From an optimization exercise on the open Yosys and OpenROAD flow, aimed at small area, a short achievable clock period and few clock cycles; shortcuts taken in it are not production practice.
Where RTL was checked, it was by simulation tests only, not by an equivalence proof against the original.
Power figures rest on the tool's default switching activity, not on a simulated workload.

// DALU
module DALU(
	clk,
	rst,
	in_valid,
	instruction,
	out_valid,
	out
);
input clk, rst, in_valid;
input [18:0] instruction;
output reg out_valid;
output [15:0] out;
function [8:0] booth3;
	input [5:0] a;
	integer k;
	reg y1, y0, ym;
	begin
		for (k = 0; k < 3; k = k + 1) begin
			y1 = a[2*k+1];
			y0 = a[2*k];
			ym = (k == 0) ? 1'b0 : a[2*k-1];
			booth3[k] = y1 & ~(y0 & ym);
			booth3[3+k] = y0 ^ ym;
			booth3[6+k] = (y1 & ~y0 & ~ym) | (~y1 & y0 & ym);
		end
	end
endfunction
wire [2:0] op = instruction[18:16];
wire [3:0] f = instruction[3:0];
wire [5:0] si = instruction[15:10];
wire [5:0] ti = instruction[9:4];
wire [3:0] li = instruction[3:0];
wire op0 = (op == 3'd0);
wire defined = op0 ? (f <= 4'd4) : (op <= 3'd4);
wire load = in_valid & defined;
wire isop1 = (op == 3'd1);
wire isop2 = (op == 3'd2);
wire islog = op0 & ~f[2] & ~(f[1] & f[0]);
wire sub = op0 ? f[2] : op[2];
wire d0n = li[1];
wire d01 = li[0];
wire d02 = li[1] & ~li[0];
wire d1n = li[3] & ~(li[2] & li[1]);
  ...
Size: ~610 cells after synthesis, about 22 flip-flops, ~39 I/O pins, about 4300 um^2 of cells after synthesis.
Settings: LEC_CHECK=0, ABC_AREA=1, CAP_MARGIN=20, CORE_MARGIN=2, CORE_UTILIZATION=40, SLEW_MARGIN=20; clock period 10.0 ns.
standard.sh (not shown) runs the stock make flow with config.mk's settings and CLKGATE_MAP_FILE= SYNTH_SCRIPT=/design/flow/synth_recipe.tcl, a recipe that flattens the netlist after the stock synthesis.
==> flow/flow/run.sh <==
#!/bin/bash
# The standard layout, with the input and output ports buffered by buf_2
# cells instead of the default buffer cell.
set -euo pipefail
bash standard.sh "BUFFER_PORTS_ARGS=-buffer_cell sky130_fd_sc_hd__buf_2" finish > standard_flow.log 2>&1
The starting point went through all stages and came out clean.
Testbench counts at the start, summed over its fixed seeds: cycles 32,000.
Then changed:
==> flow/flow/run.sh (replaced) <==
#!/bin/bash
# The standard layout, with the ports buffered by buf_1 cells and timing
# repair aiming for setup slack beyond the requirement (sizeup,swap).
set -euo pipefail
bash standard.sh "BUFFER_PORTS_ARGS=-buffer_cell sky130_fd_sc_hd__buf_1" \
	SETUP_SLACK_MARGIN=4.4 SETUP_MOVE_SEQUENCE=sizeup,swap finish > standard_flow.log 2>&1
- ABC_AREA: 1 -> not set
- CORE_UTILIZATION: 40 -> 70
Effect: Wire length drops by 18%; cell area drops by about 2%; core utilization climbs by 33 points; first-iteration DRC count drops by about 44%; synthesized area drops by 2.7%; clock power is about the same.
Then changed:
==> flow/flow/run.sh (replaced) <==
#!/bin/bash
# The standard layout, with the ports buffered by buf_2 cells and timing
# repair aiming for setup slack beyond the requirement by sizing cells only.
set -euo pipefail
bash standard.sh "BUFFER_PORTS_ARGS=-buffer_cell sky130_fd_sc_hd__buf_2" \
	SETUP_SLACK_MARGIN=4.4 SETUP_MOVE_SEQUENCE=sizeup,swap finish > standard_flow.log 2>&1
- CORE_UTILIZATION: 70 -> 40
=> Routed wire length goes up slightly; total power goes up by a few percent; critical path depth is unchanged; design area goes up by a few percent.
Then changed:
==> flow/flow/run.sh (replaced) <==
#!/bin/bash
# The standard layout, with the ports buffered by buf_2 cells and timing
# repair aiming for setup slack beyond the requirement (sizeup,swap).
set -euo pipefail
bash standard.sh "BUFFER_PORTS_ARGS=-buffer_cell sky130_fd_sc_hd__buf_2" \
	SETUP_SLACK_MARGIN=4.6 SETUP_MOVE_SEQUENCE=sizeup,swap finish > standard_flow.log 2>&1
- CORE_UTILIZATION: 40 -> 70
After rerunning:
- sequential cell count stays the same
- sequential power hardly moves
- hold slack is better by 15 ps
- critical path depth is lower by 1
- routed wire length is lower by about 1.6%
- clock-buffer cell count stays the same
- combinational power is higher by about 1%
- first-iteration DRC count is lower by about 40%
Then changed:
==> flow/flow/run.sh (replaced) <==
#!/bin/bash
# The standard layout, with the input and output ports buffered by buf_2
# cells instead of the default buffer cell.
set -euo pipefail
bash standard.sh "BUFFER_PORTS_ARGS=-buffer_cell sky130_fd_sc_hd__buf_2" finish > standard_flow.log 2>&1
- CORE_UTILIZATION: 70 -> 40
Result: Via count went down by about 1%. Wire length went up by 0.75%. Synthesized cell count does not change. Combinational power is lower by about 6%. Die area goes up by 71%. Non-clock buffer count is unchanged.
Then changed:
==> flow/flow/run.sh (replaced) <==
#!/bin/bash
# The standard layout, with the ports buffered by buf_2 cells and timing
# repair aiming for setup slack beyond the requirement (sizeup,swap,buffer).
set -euo pipefail
bash standard.sh "BUFFER_PORTS_ARGS=-buffer_cell sky130_fd_sc_hd__buf_2" \
	SETUP_SLACK_MARGIN=4.4 SETUP_MOVE_SEQUENCE=sizeup,swap,buffer finish > standard_flow.log 2>&1
- CORE_UTILIZATION: 40 -> 70
Routed wire length barely changes.
Sequential power stays flat.
Die area went down by well over a third.
Core utilization went up by 35 points.
First-iteration DRC count went down by a little under a tenth.
Hold slack is about the same.
Sequential share of layout area is about the same.
Design area went up by a few percent.
Total power went up by a few percent.


== v6 ==
Another version of the RTL of DALU (not shown whole).
Size in the first run: about 24 flip-flops, roughly 4700 sq um of cells after synthesis.
## DALU
module DALU(
	clk,
	rst,
	in_valid,
	instruction,
	out_valid,
	out
);
==> flow/config.mk <==
export PLATFORM = sky130hd
export DESIGN_NAME = DALU
export DESIGN_NICKNAME = DALU
export VERILOG_FILES = /design/flow/design.v
export SDC_FILE = /design/flow/constraint.sdc
export NUM_CORES = 4
export LEC_CHECK = 0
export CAP_MARGIN = 20
export CORE_MARGIN = 2
export CORE_UTILIZATION = 40
export SLEW_MARGIN = 20
==> flow/constraint.sdc <==
create_clock -name core_clock -period 10.0 [get_ports {clk}]
set_input_delay 2.0000 -clock core_clock [delete_from_list [all_inputs] [get_ports {clk}]]
set_output_delay 2.0000 -clock core_clock [all_outputs]
set_load 0.01 [all_outputs]
run.sh (not shown) runs the stock make flow with config.mk's settings and CLKGATE_MAP_FILE= SYNTH_SCRIPT=/design/flow/synth_recipe.tcl, a recipe that flattens the netlist after the stock synthesis.
Stock flow here: none of the scripts above is used.
v6 went all the way through the flow, and no timing, DRC or antenna check failed.
The following lists how v7 was set up differently from v6:
Settings: ABC_AREA newly set to 1.
==> flow/flow/run.sh (new file) <==
#!/bin/bash
# The standard layout, with the input and output ports buffered by buf_2
# cells instead of the default buffer cell.
set -euo pipefail
bash standard.sh "BUFFER_PORTS_ARGS=-buffer_cell sky130_fd_sc_hd__buf_2" finish > standard_flow.log 2>&1
==> flow/standard.sh (new file) <==
#!/bin/bash
# synth_recipe.tcl (not shown) runs the flow's synth.tcl, then flattens the netlist and writes it again
# the make line also repeats each setting of config.mk as NAME=value (left out here)
make -C /OpenROAD-flow-scripts/flow DESIGN_CONFIG=/design/flow/config.mk WORK_HOME=/design/flow/orfs CLKGATE_MAP_FILE= SYNTH_SCRIPT=/design/flow/synth_recipe.tcl "${@:-finish}"
removed: flow/run.sh
--- outcome ---
Going from v6 to v7, share of final layout cell area taken by clock buffers and inverters lower, hold slack lower. v7 reports its timing endpoint of the critical path as out[12] while v6 reports out[15]. Delta (v7 minus v6): total power grew by 0.00020 W; total routing usage reported by global routing rose 1.8 points; combinational power picked up an extra 40%; path length in cells of the critical path climbed 5. v7 completed; timing, DRC and antenna clean.
No run of this note included a check of the RTL's function; only the layout flow was run.

[static timing again, ports no longer ideal]
In the flow no input, the clock included, has a driving cell. The finished layouts below were timed again as built, in two steps.
Step 1 sets driving cells, clkbuf_16 on the clock port and buf_2 on the other inputs (assumed; they add their load-dependent delay and slew).
Step 2 times the ports against the registers' clock, not the clock port: input delays grow and output delays shrink by t, the midpoint of the rising clock arrivals with the driver on.
Three values: no drivers, after step 1, after step 2; two values: the first two.
run	shift t [ns]	setup WS [ns]	worst setup path at the end	latest minus earliest clock arrival (ns)	worst data-port slew with drivers (ns)
the first run of note 1	0.281	4.087 / 4.092 / 3.810	input to register	0.001 / 0.001	0.04
the second run of note 1	0.285	4.487 / 4.461 / 4.208	input to register	0.001 / 0.001	0.06
the third run of note 1	0.286	4.457 / 4.433 / 4.195	input to register	0.002 / 0.001	0.05
the fourth run of note 1	0.293	4.493 / 4.466 / 4.231	input to register	0.003 / 0.002	0.06
the fifth run of note 1	0.285	4.069 / 4.077 / 3.791	input to register	0.009 / 0.009	0.03
the sixth run of note 1	0.287	4.503 / 4.478 / 4.323	input to register	0.008 / 0.008	0.04
v6	0.289	3.341 / 3.308 / 3.089	input to register	0.005 / 0.005	0.03
v7	0.288	4.179 / 4.146 / 4.388	input to register	0.003 / 0.003	0.03
After both steps every run listed still meets setup and hold. The setup slack of the second run of note 1, which loses most, moves by -0.026 ns with the drivers and by -0.279 ns with both steps.
